Background: an optimization exercise with open tools, aiming at small area, a short achievable clock period and few clock cycles per item. Do not read the settings as production practice. Only simulation tests tie the RTL to the original design; equivalence was not proved.

==> amber <==
==> flow/design.v <==
module magma_enc(
    input  clk,
    input  rst,
    input  start,
    input  [255:0] key,
    input  [63:0] block_in,
    output ready,
    output reg valid,
    output [31:0] data,
    output [31:0] data_out
);
localparam [511:0] SB0 = 512'h1f307d8e9b5a264cf0db74e1c5a93286069c471edaf2853bb9e35a076f4d128cc24be390d618a5f70e34187bac296fd573ad0b4fc19652e82bc96af43850de71;
localparam [511:0] SB1 = 512'hc1f307d8e9b5a2646f0db74e1c5a9328b069c471edaf2853cb9e35a076f4d1287c24be390d618a5f50e34187bac296fd873ad0b4fc19652e12bc96af43850de7;
reg [31:0] kr0, kr1, kr2, kr3, kr4, kr5, kr6, kr7;
reg [31:0] rk;
reg [31:0] a1, a0;
reg [4:0]  cnt;
reg        busy;
assign ready = !busy;
assign data_out = a0;
assign data     = a1;
wire [7:0]  gen, prop;
wire [31:0] t0, t1;
genvar n;
generate
    for (n = 0; n < 8; n = n + 1) begin : nib
        wire [3:0] x = a0[4*n+3:4*n];
        wire [3:0] k = rk[4*n+3:4*n];
        wire [3:0] gg = x & k;
        wire [3:0] tt = x | k;
        wire [3:0] pp = x ^ k;
        wire [3:0] s;
        assign s[0]  = pp[0];
        assign s[1]  = pp[1] ^ gg[0];
        assign s[2]  = pp[2] ^ (gg[1] | tt[1] & x[0] & k[0]);
        assign s[3]  = pp[3] ^ (gg[2] | tt[2] & x[1] & k[1] | tt[2] & tt[1] & x[0] & k[0]);
        assign gen[n]  = gg[3] | tt[3] & gg[2] | tt[3] & tt[2] & gg[1] | tt[3] & tt[2] & tt[1] & gg[0];
        assign prop[n] = gg[3] | tt[3] & gg[2] | tt[3] & tt[2] & gg[1] | tt[3] & tt[2] & tt[1] & tt[0];
        wire [63:0] row  = SB0[64*(7-n) +: 64];
        wire [63:0] row1 = SB1[64*(7-n) +: 64];
        assign t0[4*n+3:4*n] = row[4*s +: 4];
        assign t1[4*n+3:4*n] = row1[4*s +: 4];
    end
endgenerate
wire [7:0] cin;
assign cin[0] = 1'b0;
generate
    for (n = 1; n < 8; n = n + 1) begin : cy
        wire [n-1:0] term;
        genvar j;
        for (j = 0; j < n; j = j + 1) begin : tm
            if (j == n - 1) begin : last
                assign term[j] = gen[j];
            end else begin : mid
                assign term[j] = gen[j] & (&prop[n-1:j+1]);
            end
        end
        assign cin[n] = |term;
    end
endgenerate
wire [31:0] a1r = {a1[10:0], a1[31:11]};
wire [31:0] blr = {block_in[10:0], block_in[31:11]};
wire [31:0] v0 = busy ? (a1r ^ t0) : blr;
wire [31:0] v1 = busy ? (a1r ^ t1) : blr;
wire [31:0] sbx;
generate
    for (n = 0; n < 8; n = n + 1) begin : sel
        assign sbx[4*n+3:4*n] = cin[n] ? v1[4*n+3:4*n] : v0[4*n+3:4*n];
    end
endgenerate
wire [31:0] a0_next = {sbx[20:0], sbx[31:21]};
reg [31:0] rk_next;
always @(*) begin
    if (cnt < 5'd23)
        rk_next = kr1;
    else
        case (cnt[1:0])
            2'd3: rk_next = kr0;    
            2'd0: rk_next = kr6;    
            2'd1: rk_next = kr4;    
            default: rk_next = kr2;  
        endcase
end
always @(posedge clk) begin
    if (!busy) begin
        kr0 <= key[255:224];
        kr1 <= key[223:192];
        kr2 <= key[191:160];
        kr3 <= key[159:128];
        kr4 <= key[127:96];
        kr5 <= key[95:64];
        kr6 <= key[63:32];
        kr7 <= key[31:0];
        rk  <= key[255:224];
        a1  <= block_in[63:32];
        cnt <= 5'd0;
    end else begin
        kr0 <= kr1;
        kr1 <= kr2;
        kr2 <= kr3;
        kr3 <= kr4;
        kr4 <= kr5;
        kr5 <= kr6;
        kr6 <= kr7;
        kr7 <= kr0;
        rk  <= rk_next;
        a1  <= a0;
        cnt <= cnt + 5'd1;
    end
end
always @(posedge clk) begin
    a0 <= a0_next;
end
always @(posedge clk) begin
    if (rst) begin
        busy  <= 1'b0;
        valid <= 1'b0;
    end else begin
        valid <= busy && (cnt == 5'd31);
        if (!busy)
            busy <= start;
        else if (cnt == 5'd31)
            busy <= 1'b0;
    end
end
endmodule
==> flow/flow/run.sh <==
#!/bin/bash
cp standard.sh standard_sh.txt
export BUFFER_PORTS_ARGS="-buffer_cell sky130_fd_sc_hd__buf_1"
bash standard.sh > standard.log 2>&1
==> flow/standard.sh <==
#!/bin/bash
# synth_recipe.tcl (not shown) runs the flow's synth.tcl, then flattens the netlist and writes it again
# the make line also repeats each setting of config.mk as NAME=value (left out here)
make -C /OpenROAD-flow-scripts/flow DESIGN_CONFIG=/design/flow/config.mk WORK_HOME=/design/flow/orfs CLKGATE_MAP_FILE= SYNTH_SCRIPT=/design/flow/synth_recipe.tcl "${@:-finish}"
==> flow/config.mk <==
export PLATFORM = sky130hd
export DESIGN_NAME = magma_enc
export DESIGN_NICKNAME = magma_enc
export VERILOG_FILES = /design/flow/design.v
export SDC_FILE = /design/flow/constraint.sdc
export NUM_CORES = 4
export LEC_CHECK = 0
export ABC_AREA = 1
export CAP_MARGIN = 20
export CORE_MARGIN = 2
export CORE_UTILIZATION = 55
export CTS_CLUSTER_DIAMETER = 110
export CTS_CLUSTER_SIZE = 28
export PLACE_DENSITY = 0.7
export SETUP_SLACK_MARGIN = 4.1
export SLEW_MARGIN = 20
==> flow/constraint.sdc <==
create_clock -name core_clock -period 6.0 [get_ports {clk}]
set_input_delay 1.2000 -clock core_clock [delete_from_list [all_inputs] [get_ports {clk}]]
set_output_delay 1.2000 -clock core_clock [all_outputs]
set_load 0.01 [all_outputs]
==> inputs of delta, as changes to amber <==
--- a/flow/config.mk
+++ b/flow/config.mk
@@ -5,12 +5,11 @@
 export SDC_FILE = /design/flow/constraint.sdc
 export NUM_CORES = 4
 export LEC_CHECK = 0
-export ABC_AREA = 1
 export CAP_MARGIN = 20
 export CORE_MARGIN = 2
 export CORE_UTILIZATION = 55
 export CTS_CLUSTER_DIAMETER = 110
 export CTS_CLUSTER_SIZE = 28
 export PLACE_DENSITY = 0.7
-export SETUP_SLACK_MARGIN = 4.1
+export SETUP_SLACK_MARGIN = 3.2
 export SLEW_MARGIN = 20
==> inputs of maple, as changes to amber <==
--- a/flow/config.mk
+++ b/flow/config.mk
@@ -9,8 +9,9 @@
 export CAP_MARGIN = 20
 export CORE_MARGIN = 2
 export CORE_UTILIZATION = 55
-export CTS_CLUSTER_DIAMETER = 110
-export CTS_CLUSTER_SIZE = 28
+export CTS_CLUSTER_DIAMETER = 100
+export CTS_CLUSTER_SIZE = 24
 export PLACE_DENSITY = 0.7
-export SETUP_SLACK_MARGIN = 4.1
+export SETUP_SLACK_MARGIN = 3.65
 export SLEW_MARGIN = 20
+export TNS_END_PERCENT = 10
==> impl_metrics.tcl <==
set metrics [dict create \
    netSwitchingFraction 0.401 \
    synthAdderAreaFrac 0.0855 \
    synthTopCellsByCount "dfxtp_1 (359), mux2_2 (308), nor2_1 (151)" \
    dp_hpwl_mm 32.3 \
    tightest_slew_ns 1.05 \
    cts_resized 40 \
    status "no timing/DRC/antenna violations" \
    powerComb_w 0.00584 \
    p_total_w 0.0102 \
    p_switching_w 0.00411 \
    global_route.usage.met3 0.0721 \
    wirelength_mm 43.6 \
]
The numbers above come from delta.

==> impl_metrics.tcl <==
set metrics [dict create \
    p_total_w 0.00947 \
    powerComb_w 0.00502 \
    endpoint "data_out[28]" \
    status "no timing/DRC/antenna violations" \
    ir_drop_v 0.000238 \
    tightest_slew_ns 1.06 \
    clk_path_buf_depth 3 \
    p_switching_w 0.00443 \
    top_power_group "combinational cells" \
    global_route.usage.met3 0.0434 \
    netSwitchingFraction 0.468 \
    wirelength_mm 56.3 \
    dp_hpwl_mm 41.5 \
    cts_resized 11 \
    max_freq_mhz 411 \
    synthAdderAreaFrac 0.0789 \
    wl_per_cell_microns 16.0 \
    synthTopCellsByCount "nand2_1 (1,380), dfxtp_1 (359), nand3_1 (225)" \
    max_slew_margin 0.296 \
]
The numbers above come from maple.

==> impl_metrics.tcl <==
set metrics [dict create \
    status "no timing/DRC/antenna violations" \
    clkPwrFrac 0.112 \
    powerComb_w 0.00742 \
    synth.distinct_cells 35 \
    max-cap-violations 0 \
    htree_num_levels 1 \
    syn_area_per_cell_sq_um 6.64 \
    finish.instance_area_sq_um 24100 \
    dp_hpwl_mm 41.2 \
    wirelength_mm 63.2 \
    cts_resized 399 \
    p_switching_w 0.00544 \
    synthAdderAreaFrac 0.0789 \
    tightest_slew_ns 0.613 \
    clock_latency_ns 0.53 \
    global_route.usage.met3 0.0532 \
    hold_depth 2 \
    p_total_w 0.0118 \
    netSwitchingFraction 0.459 \
    max_freq_mhz 432 \
]
The numbers above come from amber.

Testbench counts of amber, summed over its fixed seeds: cycles 25,344, items 768.
Testbench counts of delta, summed over its fixed seeds: cycles 25,344, items 768.
Testbench counts of maple, summed over its fixed seeds: cycles 25,344, items 768.

-- static timing again, ports no longer ideal --
In the flow no input, the clock included, has a driving cell. The finished layouts below were timed again as built, in two steps.
Step 1 sets driving cells, clkbuf_16 on the clock port and buf_2 on the other inputs (assumed; they add their load-dependent delay and slew).
Step 2 times the ports against the registers' clock, not the clock port: input delays grow and output delays shrink by t, the midpoint of the rising clock arrivals with the driver on.
a / b / c = ideal / step 1 / step 2; a / b = the first two.
run | shift t [ns] | setup slack, ns | worst data-port slew with drivers (ns)
amber | 0.575 | 3.683 / 3.629 / 3.795 | 0.11
delta | 0.564 | 3.190 / 3.138 / 3.195 | 0.08
maple | 0.577 | 3.566 / 3.512 / 3.624 | 0.08
After both steps every run listed still meets setup and hold.
